Source: an optimization exercise on an open RTL-to-GDS flow (aim: a short achievable clock period and few clock cycles). Production flows keep margins and buffers that such runs may drop. Only simulation tests tie the RTL to the original design; equivalence was not proved. Power figures rest on the tool's default switching activity, not on a simulated workload.

File: design/flow/design.v
module mips_idec (
    input  wire [31:0] i,
    output wire        alu,      
    output wire [ 6:0] alusel,   
    output wire        addi,
    output wire        lw,
    output wire        sw,
    output wire        beq,
    output wire        j,
    output wire        jal,
    output wire        jr,
    output wire        multu,
    output wire        mfhi,
    output wire        mflo,
    output wire        we,       
    output wire [ 4:0] wa,
    output wire        simple    
);
  wire [5:0] op = i[31:26];
  wire [5:0] fn = i[5:0];
  wire rtype = (op == 6'h00);
  assign alusel = {
    rtype && (fn == 6'h02),   
    rtype && (fn == 6'h00),   
    rtype && (fn == 6'h2a),   
    rtype && (fn == 6'h25),   
    rtype && (fn == 6'h24),   
    rtype && (fn == 6'h22),   
    rtype && (fn == 6'h20)   
  };
  assign alu = |alusel;
  assign multu = rtype && (fn == 6'h19);
  assign mfhi = rtype && (fn == 6'h10);
  assign mflo = rtype && (fn == 6'h12);
  assign jr = rtype && (fn == 6'h08);
  assign lw = (op == 6'h23);
  assign sw = (op == 6'h2b);
  assign beq = (op == 6'h04);
  assign addi = (op == 6'h08);
  assign j = (op == 6'h02);
  assign jal = (op == 6'h03);
  wire rwr = alu | mfhi | mflo;
  assign wa = jal ? 5'd31 : rwr ? i[15:11] : i[20:16];
  assign we = (rwr | addi | lw | jal) && (wa != 5'd0);
  assign simple = alu | addi | lw | sw;
endmodule
module mips_alu (
    input  wire [31:0] a,
    input  wire [31:0] b,
    input  wire [31:0] imm,
    input  wire [ 4:0] sh,
    input  wire [ 6:0] alusel,   
    input  wire        s_asum,
    output wire [31:0] y
);
  wire [31:0] add = a + b;
  wire [31:0] sub = a - b;
  wire [31:0] asum = a + imm;
  wire        slt = (a[31] ^ b[31]) ? a[31] : sub[31];
  assign y = ({32{alusel[0]}} & add) | ({32{alusel[1]}} & sub) |
      ({32{alusel[2]}} & (a & b)) | ({32{alusel[3]}} & (a | b)) |
      {31'd0, alusel[4] & slt} | ({32{alusel[5]}} & (b << sh)) |
      ({32{alusel[6]}} & (b >> sh)) | ({32{s_asum}} & asum);
endmodule
module mips_soc (
    input wire        clk,
    input wire        rst,
    input wire [ 4:0] ra3,
    input wire [31:0] gpi1,
    input wire [31:0] gpi2,
    input wire [31:0] instr,
    output wire [31:0] rd3,
    output wire [31:0] pc_current,
    output wire        we_dm,
    output wire [31:0] wd_dm,
    output wire [31:0] alu_out,
    output wire [31:0] gpo1,
    output wire [31:0] gpo2
);
  integer i;
  reg  [31:0] pc_q;
  reg  [31:0] rf       [32];
  reg  [31:0] ram      [64];
  reg  [31:0] hi_q, lo_q;
  reg  [31:0] gpo1_q, gpo2_q;
  reg  [ 3:0] n_q;
  reg         go_q;
  reg         err_q;
  reg  [31:0] fres_q;
  reg         e_we;   
  reg  [ 4:0] e_rd;
  reg         e_mul;
  reg  [31:0] e_a, e_b, e_imm, e_pc4;
  reg  [ 4:0] e_sh;
  reg  [ 6:0] e_alusel;
  reg e_s_asum, e_s_ld, e_s_hi, e_s_lo, e_s_pc4;
  reg         e2_we;
  reg  [ 4:0] e2_rd;
  reg  [31:0] e2_a, e2_b, e2_imm;
  reg  [ 4:0] e2_sh;
  reg  [ 6:0] e2_alusel;
  reg e2_s_asum, e2_s_ld;
  reg         e_st;
  reg  [31:0] e_addr, e_sd;
  reg         m1v, m2v;
  reg  [31:0] ma, mb;
  reg  [31:0] p00, p01, p10, p11;
  reg         ic_v  [16];
  reg  [25:0] ic_tag[16];
  reg  [31:0] ic_d  [16];
  wire [31:0] res1, res2;   
  wire [31:0] pc4 = pc_q + 32'd4;
  wire [31:0] pc8 = pc_q + 32'd8;
  wire [31:0] iA = instr;
  wire        A_alu, A_addi, A_lw, A_sw, A_beq, A_j, A_jal, A_jr, A_multu, A_mfhi, A_mflo;
  wire        A_we, A_simple;
  wire [ 6:0] A_alusel;
  wire [ 4:0] A_wa;
  mips_idec decA (
      .i(iA), .alu(A_alu), .alusel(A_alusel), .addi(A_addi), .lw(A_lw), .sw(A_sw),
      .beq(A_beq), .j(A_j), .jal(A_jal), .jr(A_jr), .multu(A_multu), .mfhi(A_mfhi),
      .mflo(A_mflo), .we(A_we), .wa(A_wa), .simple(A_simple)
  );
  wire [4:0] A_rs = iA[25:21];
  wire [4:0] A_rt = iA[20:16];
  wire [ 3:0] ixB = pc4[5:2];
  wire        hitB = ic_v[ixB] && (ic_tag[ixB] == pc4[31:6]);
  wire [31:0] iB = ic_d[ixB];
  wire        B_alu, B_addi, B_lw, B_sw, B_beq, B_j, B_jal, B_jr, B_multu, B_mfhi, B_mflo;
  wire        B_we, B_simple;
  wire [ 6:0] B_alusel;
  wire [ 4:0] B_wa;
  mips_idec decB (
      .i(iB), .alu(B_alu), .alusel(B_alusel), .addi(B_addi), .lw(B_lw), .sw(B_sw),
      .beq(B_beq), .j(B_j), .jal(B_jal), .jr(B_jr), .multu(B_multu), .mfhi(B_mfhi),
      .mflo(B_mflo), .we(B_we), .wa(B_wa), .simple(B_simple)
  );
  wire [4:0] B_rs = iB[25:21];
  wire [4:0] B_rt = iB[20:16];
  wire        A_rs_d1 = e_we && (e_rd == A_rs), A_rs_d2 = e2_we && (e2_rd == A_rs);
  wire        A_rt_d1 = e_we && (e_rd == A_rt), A_rt_d2 = e2_we && (e2_rd == A_rt);
  wire        B_rs_d1 = e_we && (e_rd == B_rs), B_rs_d2 = e2_we && (e2_rd == B_rs);
  wire        B_rt_d1 = e_we && (e_rd == B_rt), B_rt_d2 = e2_we && (e2_rd == B_rt);
  wire [31:0] A_rs_rf = (A_rs == 5'd0) ? 32'd0 : rf[A_rs];
  wire [31:0] A_rt_rf = (A_rt == 5'd0) ? 32'd0 : rf[A_rt];
  wire [31:0] B_rs_rf = (B_rs == 5'd0) ? 32'd0 : rf[B_rs];
  wire [31:0] B_rt_rf = (B_rt == 5'd0) ? 32'd0 : rf[B_rt];
  wire [31:0] A_rs_v = A_rs_d2 ? res2 : A_rs_d1 ? res1 : A_rs_rf;
  wire [31:0] A_rt_v = A_rt_d2 ? res2 : A_rt_d1 ? res1 : A_rt_rf;
  wire [31:0] B_rs_v = B_rs_d2 ? res2 : B_rs_d1 ? res1 : B_rs_rf;
  wire [31:0] B_rt_v = B_rt_d2 ? res2 : B_rt_d1 ? res1 : B_rt_rf;
  wire [31:0] A_sext = {{16{iA[15]}}, iA[15:0]};
  wire [31:0] B_sext = {{16{iB[15]}}, iB[15:0]};
  wire [31:0] A_addr = A_rs_rf + A_sext;
  wire [31:0] B_addr = B_rs_rf + B_sext;
  wire        A_mem = A_lw | A_sw;
  wire        B_mem = B_lw | B_sw;
  wire        f_stall = (A_mem && (A_rs_d1 || A_rs_d2)) ||
                        ((A_mfhi || A_mflo) && (e_mul || m1v));
  wire        dual = A_simple && hitB && B_simple && !(A_mem && B_mem) &&
                     !(A_we && ((A_wa == B_rs) || (A_wa == B_rt))) &&
                     !(B_mem && (B_rs_d1 || B_rs_d2)) && !f_stall;
  wire        beq_same = (A_rs == A_rt);
  wire        f_taken = A_beq && (beq_same || (A_rs_v == A_rt_v));
  wire [31:0] bta = pc4 + {A_sext[29:0], 2'b00};
  wire [31:0] jta = {pc4[31:28], iA[25:0], 2'b00};
  localparam int NB = 4;
  reg         bt_v  [NB];
  reg  [29:0] bt_tag[NB];
  reg  [29:0] bt_tgt[NB];
  reg  [ 1:0] bt_ptr;
  reg  [29:0] last_pc;   
  reg         last_ok;   
  reg         btA_hit, btB_hit;
  reg  [29:0] btA_dst, btB_dst;
  always_comb begin
    btA_hit = 1'b0;
    btA_dst = 30'd0;
    btB_hit = 1'b0;
    btB_dst = 30'd0;
    for (int k = 0; k < NB; k++) begin
      if (bt_v[k] && bt_tag[k] == pc_q[31:2]) begin
        btA_hit = 1'b1;
        btA_dst = bt_tgt[k];
      end
      if (bt_v[k] && bt_tag[k] == pc4[31:2]) begin
        btB_hit = 1'b1;
        btB_dst = bt_tgt[k];
      end
    end
  end
  wire        f_uncond = A_j || (A_beq && beq_same);
  wire [31:0] f_utgt = A_j ? jta : bta;
  wire        bt_fill = f_uncond && last_ok;
  wire        f_ctl = f_taken || A_j || A_jal || A_jr;
  wire        f_fold = dual ? btB_hit : btA_hit;
  wire        a_ram = (e_addr[31:8] == 24'h0);
  wire        a_fact = (e_addr[31:8] == 24'h8);
  wire        a_gpio = (e_addr[31:8] == 24'h9);
  reg  [31:0] fact_rd, gpio_rd;
  always_comb begin
    case (e_addr[3:2])
      2'd0: fact_rd = {28'd0, n_q};
      2'd1: fact_rd = {31'd0, go_q};
      2'd2: fact_rd = {30'd0, err_q, 1'b1};
      default: fact_rd = fres_q;
    endcase
    case (e_addr[3:2])
      2'd0: gpio_rd = gpi1;
      2'd1: gpio_rd = gpi2;
      2'd2: gpio_rd = gpo1_q;
      default: gpio_rd = gpo2_q;
    endcase
  end
  wire [31:0] ram_q = ram[e_addr[7:2]];
  wire [31:0] ld = a_fact ? fact_rd : a_gpio ? gpio_rd : ram_q;
  wire [31:0] alu1, alu2;
  mips_alu aluA (
      .a(e_a), .b(e_b), .imm(e_imm), .sh(e_sh), .alusel(e_alusel), .s_asum(e_s_asum),
      .y(alu1)
  );
  mips_alu aluB (
      .a(e2_a), .b(e2_b), .imm(e2_imm), .sh(e2_sh), .alusel(e2_alusel), .s_asum(e2_s_asum),
      .y(alu2)
  );
  assign res1 = alu1 | ({32{e_s_ld}} & ld) | ({32{e_s_hi}} & hi_q) |
      ({32{e_s_lo}} & lo_q) | ({32{e_s_pc4}} & e_pc4);
  assign res2 = alu2 | ({32{e2_s_ld}} & ld);
  reg [31:0] fact_tab;
  always_comb begin
    case (n_q)
      4'd0: fact_tab = 32'd0;
      4'd1: fact_tab = 32'd1;
      4'd2: fact_tab = 32'd2;
      4'd3: fact_tab = 32'd6;
      4'd4: fact_tab = 32'd24;
      4'd5: fact_tab = 32'd120;
      4'd6: fact_tab = 32'd720;
      4'd7: fact_tab = 32'd5040;
      4'd8: fact_tab = 32'd40320;
      4'd9: fact_tab = 32'd362880;
      4'd10: fact_tab = 32'd3628800;
      4'd11: fact_tab = 32'd39916800;
      4'd12: fact_tab = 32'd479001600;
      default: fact_tab = 32'd0;
    endcase
  end
  assign pc_current = pc_q;
  assign we_dm = e_st;
  assign alu_out = e_addr;
  assign wd_dm = e_sd;
  assign gpo1 = gpo1_q;
  assign gpo2 = gpo2_q;
  assign rd3 = (ra3 == 5'd0) ? 32'd0 : rf[ra3];
  wire kill = rst || f_stall;   
  wire dual_ok = dual && !rst;
  always @(posedge clk) begin
    if (rst) pc_q <= 32'd0;
    else if (!f_stall) begin
      if (f_taken) pc_q <= bta;
      else if (A_j || A_jal) pc_q <= jta;
      else if (A_jr) pc_q <= A_rs_v;
      else if (f_fold) pc_q <= {dual ? btB_dst : btA_dst, 2'b00};
      else if (dual) pc_q <= pc8;
      else pc_q <= pc4;
    end
  end
  always @(posedge clk) begin
    e_we      <= !kill && A_we;
    e_mul     <= !kill && A_multu;
    e_rd      <= A_wa;
    e_a       <= A_rs_v;
    e_b       <= A_rt_v;
    e_imm     <= A_sext;
    e_sh      <= iA[10:6];
    e_pc4     <= pc4;
    e_alusel  <= A_alusel;
    e_s_asum  <= A_addi;
    e_s_ld    <= A_lw;
    e_s_hi    <= A_mfhi;
    e_s_lo    <= A_mflo;
    e_s_pc4   <= A_jal;
    e2_we     <= dual_ok && B_we;
    e2_rd     <= B_wa;
    e2_a      <= B_rs_v;
    e2_b      <= B_rt_v;
    e2_imm    <= B_sext;
    e2_sh     <= iB[10:6];
    e2_alusel <= B_alusel;
    e2_s_asum <= B_addi;
    e2_s_ld   <= B_lw;
    e_st      <= (!kill && A_sw) || (dual_ok && B_sw);
    e_addr    <= A_mem ? A_addr : B_addr;
    e_sd      <= A_mem ? A_rt_v : B_rt_v;
  end
  always @(posedge clk) begin
    if (rst) begin
      for (i = 0; i < 16; i = i + 1) ic_v[i] <= 1'b0;
    end else begin
      ic_v[pc_q[5:2]]   <= 1'b1;
      ic_tag[pc_q[5:2]] <= pc_q[31:6];
      ic_d[pc_q[5:2]]   <= instr;
    end
  end
  always @(posedge clk) begin
    if (rst) begin
      for (int k = 0; k < NB; k++) bt_v[k] <= 1'b0;
      bt_ptr  <= 2'd0;
      last_ok <= 1'b0;
    end else if (!f_stall) begin
      last_pc <= dual ? pc4[31:2] : pc_q[31:2];
      last_ok <= !(f_ctl || f_fold);
      if (bt_fill) begin
        bt_v[bt_ptr]   <= 1'b1;
        bt_tag[bt_ptr] <= last_pc;
        bt_tgt[bt_ptr] <= f_utgt[31:2];
        bt_ptr         <= bt_ptr + 2'd1;
      end
    end
  end
  always @(posedge clk) begin
    if (rst) begin
      for (i = 0; i < 32; i = i + 1) rf[i] <= 32'd0;
      rf[29] <= 32'h100;
    end else begin
      for (i = 1; i < 32; i = i + 1)
        if (e2_we && e2_rd == i[4:0]) rf[i] <= res2;
        else if (e_we && e_rd == i[4:0]) rf[i] <= res1;
    end
  end
  always @(posedge clk) begin
    if (rst) begin
      for (i = 0; i < 32; i = i + 1) ram[i] <= 32'hFFFFFFFF;
    end else if (e_st && a_ram) ram[e_addr[7:2]] <= e_sd;
  end
  always @(posedge clk) begin
    if (rst) begin
      gpo1_q <= 32'd0;
      gpo2_q <= 32'd0;
      n_q    <= 4'd0;
      go_q   <= 1'b0;
      err_q  <= 1'b0;
      fres_q <= 32'd0;
    end else if (e_st) begin
      if (a_gpio && e_addr[3:2] == 2'd2) gpo1_q <= e_sd;
      if (a_gpio && e_addr[3:2] == 2'd3) gpo2_q <= e_sd;
      if (a_fact && e_addr[3:2] == 2'd0) n_q <= e_sd[3:0];
      if (a_fact && e_addr[3:2] == 2'd1) begin
        go_q <= e_sd[0];
        if (e_sd[0]) begin
          if (n_q > 4'd12) err_q <= 1'b1;
          else begin
            err_q  <= 1'b0;
            fres_q <= fact_tab;
          end
        end
      end
    end
  end
  always @(posedge clk) begin
    ma  <= e_a;
    mb  <= e_b;
    p00 <= ma[15:0] * mb[15:0];
    p01 <= ma[15:0] * mb[31:16];
    p10 <= ma[31:16] * mb[15:0];
    p11 <= ma[31:16] * mb[31:16];
    if (rst) begin
      m1v  <= 1'b0;
      m2v  <= 1'b0;
      hi_q <= 32'd0;
      lo_q <= 32'd0;
    end else begin
      m1v <= e_mul;
      m2v <= m1v;
      if (m2v) {hi_q, lo_q} <= {p11, p00} + {16'd0, p01, 16'd0} + {16'd0, p10, 16'd0};
    end
  end
endmodule
File: design/flow/flow/run.sh
#!/bin/bash
set -euo pipefail
export SETUP_SLACK_MARGIN=7
bash standard.sh finish > standard_flow.log 2>&1
File: design/flow/standard.sh
#!/bin/bash
# synth_recipe.tcl (not shown) runs the flow's synth.tcl, then flattens the netlist and writes it again
# the make line also repeats each setting of config.mk as NAME=value (left out here)
make -C /OpenROAD-flow-scripts/flow DESIGN_CONFIG=/design/flow/config.mk WORK_HOME=/design/flow/orfs CLKGATE_MAP_FILE= SYNTH_SCRIPT=/design/flow/synth_recipe.tcl "${@:-finish}"
File: design/flow/config.mk
export PLATFORM = sky130hd
export DESIGN_NAME = mips_soc
export DESIGN_NICKNAME = mips_soc
export VERILOG_FILES = /design/flow/design.v
export SDC_FILE = /design/flow/constraint.sdc
export NUM_CORES = 4
export LEC_CHECK = 0
export ABC_CLOCK_PERIOD_IN_PS = 7000
export CAP_MARGIN = 20
export CORE_MARGIN = 2
export CORE_UTILIZATION = 55
export PLACE_DENSITY = 0.65
export SLEW_MARGIN = 20
File: design/flow/constraint.sdc
create_clock -name core_clock -period 14.0 [get_ports {clk}]
set_input_delay 2.8000 -clock core_clock [delete_from_list [all_inputs] [get_ports {clk}]]
set_output_delay 2.8000 -clock core_clock [all_outputs]
set_load 0.01 [all_outputs]
==> results_dict.tcl, run 1 <==
set metrics [dict create \
    ys_seq_elements 4933 \
    place.detailed.hpwl_mm 1200 \
    fp.dieH_um 739.2 \
    grt_overflow_total 1 \
    status "did not finish" \
    synth_fp_nets 30823 \
    ys_top_cells_by_area "edfxtp_1 (33%), dfxtp_1 (11%), mux4_2 (5.9%), fa_1 (5.5%), nor2_1 (4.2%)" \
    synthCells 29093 \
    placed_cells 35376 \
    yosysWarnings 2 \
    post-place-ws_ns 3.313 \
    numClockSinks 4933 \
    lastStage "global routing (5_1_grt)" \
    place_area_um2 313100 \
    seq_area_frac_synth_pct 44.16 \
    synth.top_cell.area_share_pct 32.83 \
    gp_congestion 1.245 \
    error "[ERROR GRT-0232] Routing congestion too high. Check the congestion heatmap in the GUI." \
    cts_buffers 526 \
    port_buffers 295 \
    io_pins 296 \
    postSynthAreaPerCell_um2 10.22 \
    start_util_pct 55.10 \
    ys_async_sr_fraction_pct 0 \
    grt_max_degree 197 \
    synth_area_leader_cell "edfxtp_1" \
    track_usage_pct 71.58 \
    clockRootBuffer "clkbuf_16" \
    rows 270 \
    clockBufferDepth 4 \
    synth_ff_type "edfxtp_1" \
    syn_area_um2 297300 \
    die_w_um 739.2 \
    htreeDepth 6 \
    synth_edf_count 3250 \
    synth_cell_type_count 112 \
]
-- power by group through the flow --
stage	combinational (mW)	clock, mW	sequential (mW)
after CTS	12.1	14.1	16.4
after detailed placement	10.9	0	16.7
after floorplan	5.87	0	16.3
after global placement	10.8	0	16.7
-- worst min-delay path by stage --
stage                                    start  slack (ns)  depth (start not counted)               end
after CTS                      e_a[13]$_DFF_P_        0.45                          0    ma[13]$_DFF_P_
after detailed placement       ic_v[5]$_DFF_P_        0.44                          1   ic_v[5]$_DFF_P_
after global placement        ic_v[11]$_DFF_P_        0.43                          1  ic_v[11]$_DFF_P_
after floorplan           pc_q[0]$_SDFFE_PP0P_        0.35                          0  e_pc4[0]$_DFF_P_
-- stage by stage --
step	util (%)	hold WS, ns
after CTS	63.59	0.4479
after detailed placement	58.03	0.4398
after global placement	57.99	0.4271
after floorplan	-	0.3510
-- cell families after synthesis --
group	Yosys count	synth area share, %
muxes	1493	8.386
AOI/OAI and AO/OA	7275	16.70
buffers and inverters	3781	5.010
and+or+nand+nor	9287	14.77
DFF	4933	44.16
adders and majority gates	1627	8.918
xor gates and xnor gates	697	2.056
-- layer usage --
metal / track usage [%] / GRT overflow
met1: 74.70 / 1
met2: 85.75 / 0
met3: 56.41 / 0
met4: 65.91 / 0
met5: 36.82 / 0
-- cell usage after synthesis, drive strengths merged, types with 82 or more instances --
| master | number |
|---|---|
| a22o | 448 |
| a21oi | 2199 |
| and3 | 171 |
| and2 | 434 |
| nand2 | 2117 |
| xor2 | 216 |
| o211ai | 124 |
| xnor2 | 481 |
| buf | 478 |
| nand3 | 514 |
| or2 | 563 |
| nor4 | 121 |
| fa | 820 |
| mux2i | 576 |
| o21ai | 729 |
| a22oi | 1314 |
| nand2b | 137 |
| nor3 | 465 |
| a221oi | 484 |
| a21o | 120 |
| mux4 | 785 |
| o22ai | 146 |
| dfxtp | 1683 |
| or3 | 578 |
| mux2 | 132 |
| inv | 1249 |
| a211oi | 704 |
| nand4 | 437 |
| a222oi | 168 |
| clkbuf | 2045 |
| nor2b | 116 |
| nor2 | 3343 |
| edfxtp | 3250 |
| ha | 807 |
| a31oi | 82 |
-- what timing repair did --
| item | CTS |
|---|---|
| hold buffers | 0 |
| gates resized for setup | 1580 |
| buffers inserted | 565 |
| setup endpoints to repair | 655 |
| gates cloned | 57 |
| pin swaps | 273 |
Testbench counts, summed over its fixed seeds: cycles 25,203.
==> inputs of run 2 (changes only) <==
--- a/design/flow/design.v
+++ b/design/flow/design.v
@@ -101,17 +101,27 @@
   reg  [ 6:0] e2_alusel;
   reg e2_s_asum, e2_s_ld;
   reg         e_st;
-  reg  [31:0] e_addr, e_sd;
+  reg  [31:0] e_mbase, e_moff, e_sd;
   reg         m1v, m2v;
   reg  [31:0] ma, mb;
   reg  [31:0] p00, p01, p10, p11;
-  reg         ic_v  [16];
-  reg  [25:0] ic_tag[16];
-  reg  [31:0] ic_d  [16];
+  reg         ic_v  [32];
+  reg  [ 4:0] ic_tag[32];
+  reg  [31:0] ic_d  [32];
+  reg  [31:0] pf_q;   
+  reg         hA_q, hB_q;
   wire [31:0] res1, res2;   
   wire [31:0] pc4 = pc_q + 32'd4;
   wire [31:0] pc8 = pc_q + 32'd8;
-  wire [31:0] iA = instr;
+  wire [ 4:0] ixA = pc_q[6:2];
+  wire [ 4:0] ixB = pc4[6:2];
+  wire        hitA = hA_q;
+  wire        hitB = hB_q;
+  wire [31:0] pf_d = pf_q - pc_q;
+  wire        pf_go = (pf_d[31:6] == 26'd0);
+  wire        pf_hold = hitA && hitB && !pf_go;   
+  assign pc_current = !hitA ? pc_q : !hitB ? pc4 : pf_q;
+  wire [31:0] iA = hitA ? ic_d[ixA] : instr;
   wire        A_alu, A_addi, A_lw, A_sw, A_beq, A_j, A_jal, A_jr, A_multu, A_mfhi, A_mflo;
   wire        A_we, A_simple;
   wire [ 6:0] A_alusel;
@@ -123,9 +133,8 @@
   );
   wire [4:0] A_rs = iA[25:21];
   wire [4:0] A_rt = iA[20:16];
-  wire [ 3:0] ixB = pc4[5:2];
-  wire        hitB = ic_v[ixB] && (ic_tag[ixB] == pc4[31:6]);
-  wire [31:0] iB = ic_d[ixB];
+  wire        vB = hitA || hitB;
+  wire [31:0] iB = hitB ? ic_d[ixB] : instr;
   wire        B_alu, B_addi, B_lw, B_sw, B_beq, B_j, B_jal, B_jr, B_multu, B_mfhi, B_mflo;
   wire        B_we, B_simple;
   wire [ 6:0] B_alusel;
@@ -151,15 +160,11 @@
   wire [31:0] B_rt_v = B_rt_d2 ? res2 : B_rt_d1 ? res1 : B_rt_rf;
   wire [31:0] A_sext = {{16{iA[15]}}, iA[15:0]};
   wire [31:0] B_sext = {{16{iB[15]}}, iB[15:0]};
-  wire [31:0] A_addr = A_rs_rf + A_sext;
-  wire [31:0] B_addr = B_rs_rf + B_sext;
   wire        A_mem = A_lw | A_sw;
   wire        B_mem = B_lw | B_sw;
-  wire        f_stall = (A_mem && (A_rs_d1 || A_rs_d2)) ||
-                        ((A_mfhi || A_mflo) && (e_mul || m1v));
-  wire        dual = A_simple && hitB && B_simple && !(A_mem && B_mem) &&
-                     !(A_we && ((A_wa == B_rs) || (A_wa == B_rt))) &&
-                     !(B_mem && (B_rs_d1 || B_rs_d2)) && !f_stall;
+  wire        f_stall = (A_mfhi || A_mflo) && (e_mul || m1v);
+  wire        dual = A_simple && vB && B_simple && !(A_mem && B_mem) &&
+                     !(A_we && ((A_wa == B_rs) || (A_wa == B_rt))) && !f_stall;
   wire        beq_same = (A_rs == A_rt);
   wire        f_taken = A_beq && (beq_same || (A_rs_v == A_rt_v));
   wire [31:0] bta = pc4 + {A_sext[29:0], 2'b00};
@@ -194,6 +199,7 @@
   wire        bt_fill = f_uncond && last_ok;
   wire        f_ctl = f_taken || A_j || A_jal || A_jr;
   wire        f_fold = dual ? btB_hit : btA_hit;
+  wire [31:0] e_addr = e_mbase + e_moff;
   wire        a_ram = (e_addr[31:8] == 24'h0);
   wire        a_fact = (e_addr[31:8] == 24'h8);
   wire        a_gpio = (e_addr[31:8] == 24'h9);
@@ -245,7 +251,6 @@
       default: fact_tab = 32'd0;
     endcase
   end
-  assign pc_current = pc_q;
   assign we_dm = e_st;
   assign alu_out = e_addr;
   assign wd_dm = e_sd;
@@ -290,16 +295,71 @@
     e2_s_asum <= B_addi;
     e2_s_ld   <= B_lw;
     e_st      <= (!kill && A_sw) || (dual_ok && B_sw);
-    e_addr    <= A_mem ? A_addr : B_addr;
+    e_mbase   <= A_mem ? A_rs_v : B_rs_v;
+    e_moff    <= A_mem ? A_sext : B_sext;
     e_sd      <= A_mem ? A_rt_v : B_rt_v;
   end
+  wire        fill = !pf_hold;
+  function automatic logic look(input logic [31:0] y, input logic v, input logic [4:0] tag,
+                                input logic [31:0] fa, input logic fe);
+    if (fe && fa[6:2] == y[6:2]) look = (fa[31:2] == y[31:2]) && (y[31:12] == 20'd0);
+    else look = v && (tag == y[11:7]) && (y[31:12] == 20'd0);
+  endfunction
+  wire [31:0] pc12 = pc_q + 32'd12;
+  wire [31:0] tA = {btA_dst, 2'b00};
+  wire [31:0] tA4 = tA + 32'd4;
+  wire [31:0] tB = {btB_dst, 2'b00};
+  wire [31:0] tB4 = tB + 32'd4;
+  wire        l_pc = look(pc_q, ic_v[pc_q[6:2]], ic_tag[pc_q[6:2]], pc_current, fill);
+  wire        l_pc4 = look(pc4, ic_v[pc4[6:2]], ic_tag[pc4[6:2]], pc_current, fill);
+  wire        l_pc8 = look(pc8, ic_v[pc8[6:2]], ic_tag[pc8[6:2]], pc_current, fill);
+  wire        l_pc12 = look(pc12, ic_v[pc12[6:2]], ic_tag[pc12[6:2]], pc_current, fill);
+  wire        l_tA = look(tA, ic_v[tA[6:2]], ic_tag[tA[6:2]], pc_current, fill);
+  wire        l_tA4 = look(tA4, ic_v[tA4[6:2]], ic_tag[tA4[6:2]], pc_current, fill);
+  wire        l_tB = look(tB, ic_v[tB[6:2]], ic_tag[tB[6:2]], pc_current, fill);
+  wire        l_tB4 = look(tB4, ic_v[tB4[6:2]], ic_tag[tB4[6:2]], pc_current, fill);
+  wire [31:0] bta4 = bta + 32'd4;
+  wire [31:0] jta4 = jta + 32'd4;
+  wire        l_bta = look(bta, ic_v[bta[6:2]], ic_tag[bta[6:2]], pc_current, fill);
+  wire        l_bta4 = look(bta4, ic_v[bta4[6:2]], ic_tag[bta4[6:2]], pc_current, fill);
+  wire        l_jta = look(jta, ic_v[jta[6:2]], ic_tag[jta[6:2]], pc_current, fill);
+  wire        l_jta4 = look(jta4, ic_v[jta4[6:2]], ic_tag[jta4[6:2]], pc_current, fill);
   always @(posedge clk) begin
     if (rst) begin
-      for (i = 0; i < 16; i = i + 1) ic_v[i] <= 1'b0;
+      hA_q <= 1'b0;
+      hB_q <= 1'b0;
+    end else if (f_stall) begin
+      hA_q <= l_pc;
+      hB_q <= l_pc4;
+    end else if (f_taken) begin
+      hA_q <= l_bta;
+      hB_q <= l_bta4;
+    end else if (A_j || A_jal) begin
+      hA_q <= l_jta;
+      hB_q <= l_jta4;
+    end else if (A_jr) begin
+      hA_q <= 1'b0;
+      hB_q <= 1'b0;
+    end else if (f_fold) begin
+      hA_q <= dual ? l_tB : l_tA;
+      hB_q <= dual ? l_tB4 : l_tA4;
+    end else if (dual) begin
+      hA_q <= l_pc8;
+      hB_q <= l_pc12;
     end else begin
-      ic_v[pc_q[5:2]]   <= 1'b1;
-      ic_tag[pc_q[5:2]] <= pc_q[31:6];
-      ic_d[pc_q[5:2]]   <= instr;
+      hA_q <= l_pc4;
+      hB_q <= l_pc8;
+    end
+  end
+  always @(posedge clk) begin
+    if (rst) begin
+      for (i = 0; i < 32; i = i + 1) ic_v[i] <= 1'b0;
+      pf_q <= 32'd0;
+    end else if (!pf_hold) begin
+      ic_v[pc_current[6:2]]   <= 1'b1;
+      ic_tag[pc_current[6:2]] <= pc_current[11:7];
+      ic_d[pc_current[6:2]]   <= instr;
+      pf_q <= pc_current + 32'd4;
     end
   end
   always @(posedge clk) begin
--- a/design/flow/config.mk
+++ b/design/flow/config.mk
@@ -6,8 +6,7 @@
 export NUM_CORES = 4
 export LEC_CHECK = 0
 export ABC_CLOCK_PERIOD_IN_PS = 7000
-export CAP_MARGIN = 20
+export CAP_MARGIN = 35
 export CORE_MARGIN = 2
-export CORE_UTILIZATION = 55
-export PLACE_DENSITY = 0.65
+export CORE_UTILIZATION = 40
 export SLEW_MARGIN = 20
==> results_dict.tcl, run 2 <==
set metrics [dict create \
    clockBufferDepth 4 \
    syn_area_um2 347100 \
    io_pins 296 \
    cts_hold_buf 0 \
    place_area_um2 372500 \
    rows 342 \
    yosysWarnings 2 \
    yosys.area_share.adder_pct 7.662 \
    status "did not finish" \
    synth-xor-area-share_pct 2.771 \
    lastStage "global routing (5_1_grt)" \
    error "[ERROR GRT-0232] Routing congestion too high. Check the congestion heatmap in the GUI." \
    grt_max_degree 207 \
    synth_ff_type "edfxtp_1" \
    synthCells 35097 \
    synth_common_cells "nor2_1 (3574), edfxtp_1 (3506), nand2_1 (3002), clkbuf_1 (2673), a21oi_1 (2410)" \
    synth-compound-area-share_pct 18.19 \
    placed_cells 45417 \
    grt_overflow_total 1 \
    start_util_pct 40.07 \
    numClockSinks 5260 \
    cts_buffers 605 \
    synth_area_leader_cell "edfxtp_1" \
    ys_seq_elements 5260 \
    clockRootBuffer "clkbuf_16" \
    synth_most_common_cell "nor2_1" \
    synth_cell_type_count 117 \
    synth.top_cell.area_share_pct 30.33 \
    synth_top_family_by_area "compound AO/OA/AOI/OAI gates" \
    synth-simple-area-share_pct 14.79 \
    place.detailed.hpwl_mm 1542 \
    ys_async_sr_fraction_pct 0 \
    synth_edf_count 3506 \
    die_w_um 935.5 \
    gp_congestion 1.149 \
    track_usage_pct 51.89 \
    fp.dieH_um 935.5 \
    synth_fp_nets 36834 \
    htreeDepth 6 \
    seq_area_frac_synth_pct 40.45 \
    synthMuxAreaShare_pct 10.85 \
    postSynthAreaPerCell_um2 9.889 \
    ys_top_cells_by_area "edfxtp_1 (30%), dfxtp_1 (10%), mux4_2 (8.2%), fa_1 (4.7%), nor2_1 (3.9%)" \
    port_buffers 295 \
]
## run 2: cell count changes after synthesis, moves of 263 or more
cell | previous run | this run
or3_1 | 578 | 1128
a211oi_1 | 696 | 1081
clkbuf_1 | 2045 | 2673
mux4_2 | 785 | 1260
or2_2 | 562 | 69
o21ai_0 | 707 | 1083
a31oi_1 | 82 | 345
xnor2_1 | 480 | 816
nand2_1 | 2117 | 3002
## run 2: through the flow
step / setup WS [ns] / hold slack (ns)
floorplan: 6.123 / 0.3606
global placement: 1.875 / 0.4399
detailed placement: 2.501 / 0.4444
CTS: 6.020 / 0.4380
## run 2: cell families after synthesis
family,Yosys count
and+or+nand+nor,10938
AOI/OAI and AO/OA,9235
DFF,5260
buffers and inverters,4766
muxes,2170
adders and majority gates,1634
xor gates and xnor gates,1094
## run 2: how the worst min path moves through the flow
| stage | endpoint | depth (start not counted) | slack (ns) |
|---|---|---|---|
| after floorplan | e_pc4[1]$_DFF_P_ | 0 | 0.36 |
| after global placement | fres_q[3]$_SDFFE_PP0P_ | 2 | 0.44 |
| after detailed placement | fres_q[10]$_SDFFE_PP0P_ | 2 | 0.44 |
| after CTS | lo_q[8]$_SDFFE_PP0P_ | 2 | 0.44 |
## run 2: power groups by stage
stage	logic, mW	registers [mW]	clock network, mW
after CTS	7.55	16.8	16.5
after global placement	6.80	17.1	0
after floorplan	3.73	17.0	0
after detailed placement	6.94	17.1	0
## run 2: routing by layer
layer | overflow | track usage [%]
met3 | 0 | 27.84
met2 | 1 | 68.73
met4 | 0 | 40.83
met1 | 0 | 61.28
met5 | 0 | 9.337
## run 2: what timing repair did
item                                    in CTS
setup buffers                              610
endpoints found under the setup margin    4022
gates resized for setup                   1974
cloned                                      88
pin swaps                                  314
Testbench counts of run 2, summed over its fixed seeds: cycles 23,856.
